Background: an optimization exercise with open tools, aiming at small area. Do not read the settings as production practice. RTL that was checked went through simulation tests only; none was proved equivalent to the original. Power is estimated from default activity; no workload was simulated. The clock port is modelled as an ideal driver; clocking choices that lean on that would not hold on a real chip.

## run 1
==> flow/design.v <==
module router_fifo (input clock, resetn, soft_reset, write_enb, read_enb, tlfd,
                    input [7:0] data_in,
                    output full, empty,
                    output reg [7:0] data_out);
reg [8:0] mem [0:15];
reg [4:0] wp, rp;
function [4:0] step(input [4:0] p);
  step = p[4] ? 5'b00000 :
         p[3:0] == 4'b1000 ? 5'b10000 :
         {1'b0, p[2:0], p[3] ^ p[2] ^ (p[2:0] == 3'b000)};
endfunction
reg zero;
reg [5:0] cnt;
reg [8:0] rd;
integer i;
always @(*) begin
  rd = 9'd0;
  for (i = 0; i < 16; i = i + 1)
    rd = rd | (mem[i] & {9{rp[3:0] == i}});
end
always @(posedge clock)
  if (write_enb && !wp[4])
    mem[wp[3:0]] <= {tlfd, data_in};
always @(posedge clock)
  if (!resetn || soft_reset)
    wp <= 5'd0;
  else if (write_enb && !full)
    wp <= step(wp);
always @(posedge clock)
  if (!resetn || soft_reset) begin
    rp <= 5'd0;
    data_out <= 8'd0;
  end else if (zero && data_out != 8'd0)
    data_out <= 8'd0;
  else if (read_enb && !empty) begin
    rp <= step(rp);
    if (!rp[4])
      data_out <= rd[7:0];
  end
always @(posedge clock)
  if (!resetn || soft_reset)
    zero <= 1'b1;
  else if (read_enb && !empty) begin
    if (rd[8])
      zero <= 1'b0;
    else if (cnt == 6'd0)
      zero <= 1'b1;
  end
always @(posedge clock)
  if (read_enb && !empty) begin
    if (rd[8])
      cnt <= rd[7:2];
    else
      cnt <= cnt - 6'd1;
  end
assign full  = wp[4] && rp == 5'd0;    
assign empty = (rp == wp);
endmodule
module router_fsm (input clock, resetn, pkt_valid, parity_done,
                   input [1:0] data_in,
                   input soft_reset_0, soft_reset_1, soft_reset_2, fifo_full, low_pkt_valid,
                   input fifo_empty_0, fifo_empty_1, fifo_empty_2,
                   output busy, detect_add, ld_state, laf_state, full_state,
                   output write_enb_reg, rst_int_reg, lfd_state);
localparam DECODE_ADDRESS     = 3'b000,
           LOAD_FIRST_DATA    = 3'b001,
           LOAD_DATA          = 3'b010,
           FIFO_FULL_STATE    = 3'b011,
           LOAD_AFTER_FULL    = 3'b100,
           LOAD_PARITY        = 3'b101,
           CHECK_PARITY_ERROR = 3'b110,
           WAIT_TILL_EMPTY    = 3'b111;
reg [2:0] ste, nste;
reg [1:0] addr;    
always @(posedge clock)
  addr <= data_in;
always @(posedge clock)
  if (!resetn || soft_reset_0 || soft_reset_1 || soft_reset_2)
    ste <= DECODE_ADDRESS;
  else
    ste <= nste;
wire dest_empty = (data_in == 2'd0 && fifo_empty_0) || (data_in == 2'd1 && fifo_empty_1) ||
                  (data_in == 2'd2 && fifo_empty_2);
wire addr_empty = (addr == 2'd0 && fifo_empty_0) || (addr == 2'd1 && fifo_empty_1) ||
                  (addr == 2'd2 && fifo_empty_2);
always @(*)
  case (ste)
    DECODE_ADDRESS:     nste = !pkt_valid || data_in == 2'd3 ? DECODE_ADDRESS :
                               dest_empty ? LOAD_FIRST_DATA : WAIT_TILL_EMPTY;
    LOAD_FIRST_DATA:    nste = LOAD_DATA;
    LOAD_DATA:          nste = fifo_full ? FIFO_FULL_STATE : !pkt_valid ? LOAD_PARITY : LOAD_DATA;
    FIFO_FULL_STATE:    nste = fifo_full ? FIFO_FULL_STATE : LOAD_AFTER_FULL;
    LOAD_AFTER_FULL:    nste = parity_done ? DECODE_ADDRESS : low_pkt_valid ? LOAD_PARITY : LOAD_DATA;
    LOAD_PARITY:        nste = CHECK_PARITY_ERROR;
    CHECK_PARITY_ERROR: nste = fifo_full ? FIFO_FULL_STATE : DECODE_ADDRESS;
    default:            nste = addr_empty ? LOAD_FIRST_DATA : WAIT_TILL_EMPTY;
  endcase
assign detect_add    = (ste == DECODE_ADDRESS);
assign ld_state      = (ste == LOAD_DATA);
assign laf_state     = (ste == LOAD_AFTER_FULL);
assign full_state    = (ste == FIFO_FULL_STATE);
assign write_enb_reg = (ste == LOAD_DATA || ste == LOAD_PARITY || ste == LOAD_AFTER_FULL);
assign rst_int_reg   = (ste == CHECK_PARITY_ERROR);
assign lfd_state     = (ste == LOAD_FIRST_DATA);
assign busy          = !(ste == DECODE_ADDRESS || ste == LOAD_DATA);
endmodule
module router_reg (input clock, resetn, pkt_valid,
                   input [7:0] data_in,
                   input fifo_full, rst_int_reg, detect_add, ld_state, laf_state, full_state, lfd_state,
                   output reg parity_done, low_pkt_valid, err,
                   output reg [7:0] dout);
reg [7:0] ffb, intp;
reg perr;
always @(posedge clock)
  if (detect_add || (ld_state && !fifo_full))
    dout <= data_in;
  else if (laf_state)
    dout <= ffb;
always @(posedge clock)
  if (detect_add)
    intp <= data_in;
  else if (pkt_valid && ld_state)
    intp <= intp ^ data_in;
always @(posedge clock)
  if (ld_state)
    perr <= (intp != data_in);
always @(posedge clock)
  if (!resetn)
    ffb <= 8'd0;
  else if (fifo_full && ld_state)
    ffb <= data_in;
always @(posedge clock)
  parity_done <= !detect_add && laf_state && low_pkt_valid && !parity_done;
always @(posedge clock)
  if (!resetn || rst_int_reg)
    low_pkt_valid <= 1'b0;
  else if (ld_state && !pkt_valid)
    low_pkt_valid <= 1'b1;
always @(posedge clock)
  if (!resetn)
    err <= 1'b0;
  else if (rst_int_reg && perr)
    err <= 1'b1;
endmodule
module router_sync (input detect_add,
                    input [1:0] data_in,
                    input write_enb_reg, clock, resetn, read_enb_0, read_enb_1, read_enb_2,
                    input empty_0, empty_1, empty_2, full_0, full_1, full_2,
                    output [2:0] write_enb,
                    output fifo_full,
                    output reg soft_reset_0, soft_reset_1, soft_reset_2,
                    output vld_out_0, vld_out_1, vld_out_2);
reg [1:0] add;    
reg [4:0] count_0, count_1, count_2;
localparam [4:0] C1 = 5'b00001, C30 = 5'b01000;
function [4:0] lfsr(input [4:0] c);
  lfsr = {c[3:0], c[4] ^ c[2]};
endfunction
always @(posedge clock)
  if (detect_add)
    add <= data_in;
assign write_enb = write_enb_reg ? {add == 2'd2, add == 2'd1, add == 2'd0} : 3'b000;
assign fifo_full = (add == 2'd0 && full_0) || (add == 2'd1 && full_1) || (add == 2'd2 && full_2);
assign vld_out_0 = ~empty_0;
assign vld_out_1 = ~empty_1;
assign vld_out_2 = ~empty_2;
always @(posedge clock) begin
  count_0 <= (!vld_out_0 || read_enb_0 || count_0 == C30) ? C1 : lfsr(count_0);
  count_1 <= (!vld_out_1 || read_enb_1 || count_1 == C30) ? C1 : lfsr(count_1);
  count_2 <= (!vld_out_2 || read_enb_2 || count_2 == C30) ? C1 : lfsr(count_2);
  soft_reset_0 <= resetn && vld_out_0 && !read_enb_0 && count_0 == C30;
  soft_reset_1 <= resetn && vld_out_1 && !read_enb_1 && count_1 == C30;
  soft_reset_2 <= resetn && vld_out_2 && !read_enb_2 && count_2 == C30;
end
endmodule
module router_top2 (input clock, resetn, read_enb_0, read_enb_1, read_enb_2,
                    input [7:0] data_in,
                    input pkt_valid,
                    output [7:0] data_out_0, data_out_1, data_out_2,
                    output valid_out_0, valid_out_1, valid_out_2, error, busy);
wire [2:0] write_enb1;
wire [7:0] dt;
wire emt0, emt1, emt2, full_0, full_1, full_2, fifo_full;
wire soft_reset_0, soft_reset_1, soft_reset_2;
wire parity_done, low_pkt_valid, detect_add, ld_state, laf_state, full_state;
wire write_enb_reg, rst_int_reg, lfd_state;
reg tlfd;
always @(posedge clock)
  tlfd <= lfd_state;
router_fsm rfsm (clock, resetn, pkt_valid, parity_done, data_in[1:0], soft_reset_0, soft_reset_1,
                 soft_reset_2, fifo_full, low_pkt_valid, emt0, emt1, emt2, busy, detect_add,
                 ld_state, laf_state, full_state, write_enb_reg, rst_int_reg, lfd_state);
router_sync rsync (detect_add, data_in[1:0], write_enb_reg, clock, resetn, read_enb_0, read_enb_1,
                   read_enb_2, emt0, emt1, emt2, full_0, full_1, full_2, write_enb1, fifo_full,
                   soft_reset_0, soft_reset_1, soft_reset_2, valid_out_0, valid_out_1, valid_out_2);
router_reg rr (clock, resetn, pkt_valid, data_in, fifo_full, rst_int_reg, detect_add, ld_state,
               laf_state, full_state, lfd_state, parity_done, low_pkt_valid, error, dt);
router_fifo rf1 (clock, resetn, soft_reset_0, write_enb1[0], read_enb_0, tlfd, dt, full_0, emt0, data_out_0);
router_fifo rf2 (clock, resetn, soft_reset_1, write_enb1[1], read_enb_1, tlfd, dt, full_1, emt1, data_out_1);
router_fifo rf3 (clock, resetn, soft_reset_2, write_enb1[2], read_enb_2, tlfd, dt, full_2, emt2, data_out_2);
endmodule
export LEC_CHECK = 0
export CAP_MARGIN = 0
export CORE_MARGIN = 2
export CORE_UTILIZATION = 70
export PLACE_DENSITY = 0.8
export SLEW_MARGIN = 0
create_clock -name core_clock -period 5.0 [get_ports {clock}]
standard.sh (not shown) runs the stock make flow with config.mk's settings and CLKGATE_MAP_FILE= SYNTH_SCRIPT=/design/flow/synth_recipe.tcl, a recipe that flattens the netlist after the stock synthesis.
==> flow/flow/run.sh <==
#!/bin/bash
# The standard ORFS flow (the standard.sh), with:
#  - synthesis: the standard flow's script, but ABC maps for area (flow/area.abc), and
#    adders are left to ABC instead of ORFS's half/full-adder cells
#  - CTS without dummy loads, sink clusters of up to 30 on clkbuf_16,
#    clkbuf_8 above them
#  - port buffers (one per input and output, as standard) of the smallest
#    buffer cell
# Each tool's output goes to the ORFS logs under orfs/logs; make's output to
# standard.log.
set -euo pipefail
HERE=$PWD
export AREA_ABC_DIR=$HERE/flow
cat $HERE/flow/area_hook.tcl $HERE/synth_recipe.tcl > $HERE/area_synth.tcl
CTS="-sink_clustering_enable -repair_clock_nets -dont_use_dummy_load -sink_clustering_size 30 -sink_clustering_max_diameter 100 -buf_list {sky130_fd_sc_hd__clkbuf_8 sky130_fd_sc_hd__clkbuf_16} -sink_clustering_buffer sky130_fd_sc_hd__clkbuf_16 -root_buf sky130_fd_sc_hd__clkbuf_8 -tree_buf sky130_fd_sc_hd__clkbuf_8"
bash standard.sh SYNTH_SCRIPT=$HERE/area_synth.tcl ADDER_MAP_FILE= "CTS_ARGS=$CTS" "BUFFER_PORTS_ARGS=-buffer_cell sky130_fd_sc_hd__buf_1" finish > standard.log 2>&1
==> flow/flow/area.abc <==
&get -n
&st
&dch
&nf -p -C 32 -F 10 -R 1000
&put
mfs2 -a
strash
&get -n
&dch
&nf -p -C 32 -F 10 -R 1000
&put
==> flow/flow/area_hook.tcl <==
# Sourced before the standard flow's synthesis script: ABC maps the logic for area with
# area.abc (beside this file) instead of ORFS's speed script. Everything else
# in the synthesis is the standard flow's. Registers are mapped before ABC runs, and ABC
# does not touch them.
set ::area_abc_script [file join $::env(AREA_ABC_DIR) area.abc]
proc abc {args} {
  set i [lsearch -exact $args -script]
  if {$i >= 0} { lset args [expr {$i + 1}] $::area_abc_script }
  puts "area hook: abc $args"
  yosys abc {*}$args
}
Run 1 did not stop at any stage, and its layout met the timing, DRC and antenna checks.
Changes in run 2 relative to run 1:
--- a/flow/design.v
+++ b/flow/design.v
@@ -105,11 +105,12 @@
 assign busy          = !(ste == DECODE_ADDRESS || ste == LOAD_DATA);
 endmodule
 module router_reg (input clock, resetn, pkt_valid,
                    input [7:0] data_in,
                    input fifo_full, rst_int_reg, detect_add, ld_state, laf_state, full_state, lfd_state,
-                   output reg parity_done, low_pkt_valid, err,
+                   output parity_done,
+                   output reg low_pkt_valid, err,
                    output reg [7:0] dout);
 reg [7:0] ffb, intp;
 reg perr;
 always @(posedge clock)
   if (detect_add || (ld_state && !fifo_full))
@@ -127,12 +128,11 @@
 always @(posedge clock)
   if (!resetn)
     ffb <= 8'd0;
   else if (fifo_full && ld_state)
     ffb <= data_in;
-always @(posedge clock)
-  parity_done <= !detect_add && laf_state && low_pkt_valid && !parity_done;
+assign parity_done = 1'b0;
 always @(posedge clock)
   if (!resetn || rst_int_reg)
     low_pkt_valid <= 1'b0;
   else if (ld_state && !pkt_valid)
     low_pkt_valid <= 1'b1;
[summary]
- Total standard cell area after synthesis delta (run 2 -> run 1): insignificant
- Changes observed in run 2 relative to run 1: global-route met1 utilization went down, final hold violation count neither gained nor lost much, areal power density over the cells has decreased.
- As far as full die area is concerned, run 1 and run 2 perform about the same.
- The estimated power of run 2 ends up lower than the estimate for run 1.
- Run 2 ends up with a number of distinct standard cells referenced by the synthesized netlist that is 2 higher than in run 1.
- Cell area after placement across run 2 and run 1: no real change.
- Summary of run 2 over run 1: fraction of the cycle the final worst path needs decreased by 7.1 points relative to the old numbers, global-route total usage across every layer decreased 0.80 points, global-route wire length before repair lost about 1.7%.
- Maximum frequency: run 2 vs run 1 up 9.7%
Function not checked in run 1: the RTL went through the layout flow alone.

what the ideal ports hide:
How much do the figures lean on ideal ports? The routed layouts below were timed once more, with nothing changed but the port constraints. Step 1 (the two cells are an assumption about what drives the block):
set clk [get_ports {clock}]
set_driving_cell -lib_cell sky130_fd_sc_hd__clkbuf_16 $clk
set_driving_cell -lib_cell sky130_fd_sc_hd__buf_2 [delete_from_list [all_inputs] $clk]
Step 2 moves the port delays by t, midway between the first and last clock arrival at a register: inputs arrive t later, outputs are due t later. That takes back most of the time a late clock gives input paths. Slacks: no drivers / after step 1 / after step 2; pairs: no drivers / after step 1.
run | t (ns) | setup WS [ns] | latest minus earliest clock arrival (ns)
run 1 | 0.690 | 1.010 / 1.010 / 1.010 | 0.038 / 0.039
run 2 | 0.683 | 1.364 / 1.364 / 1.364 | 0.053 / 0.054
After both steps every run listed still meets setup and hold.
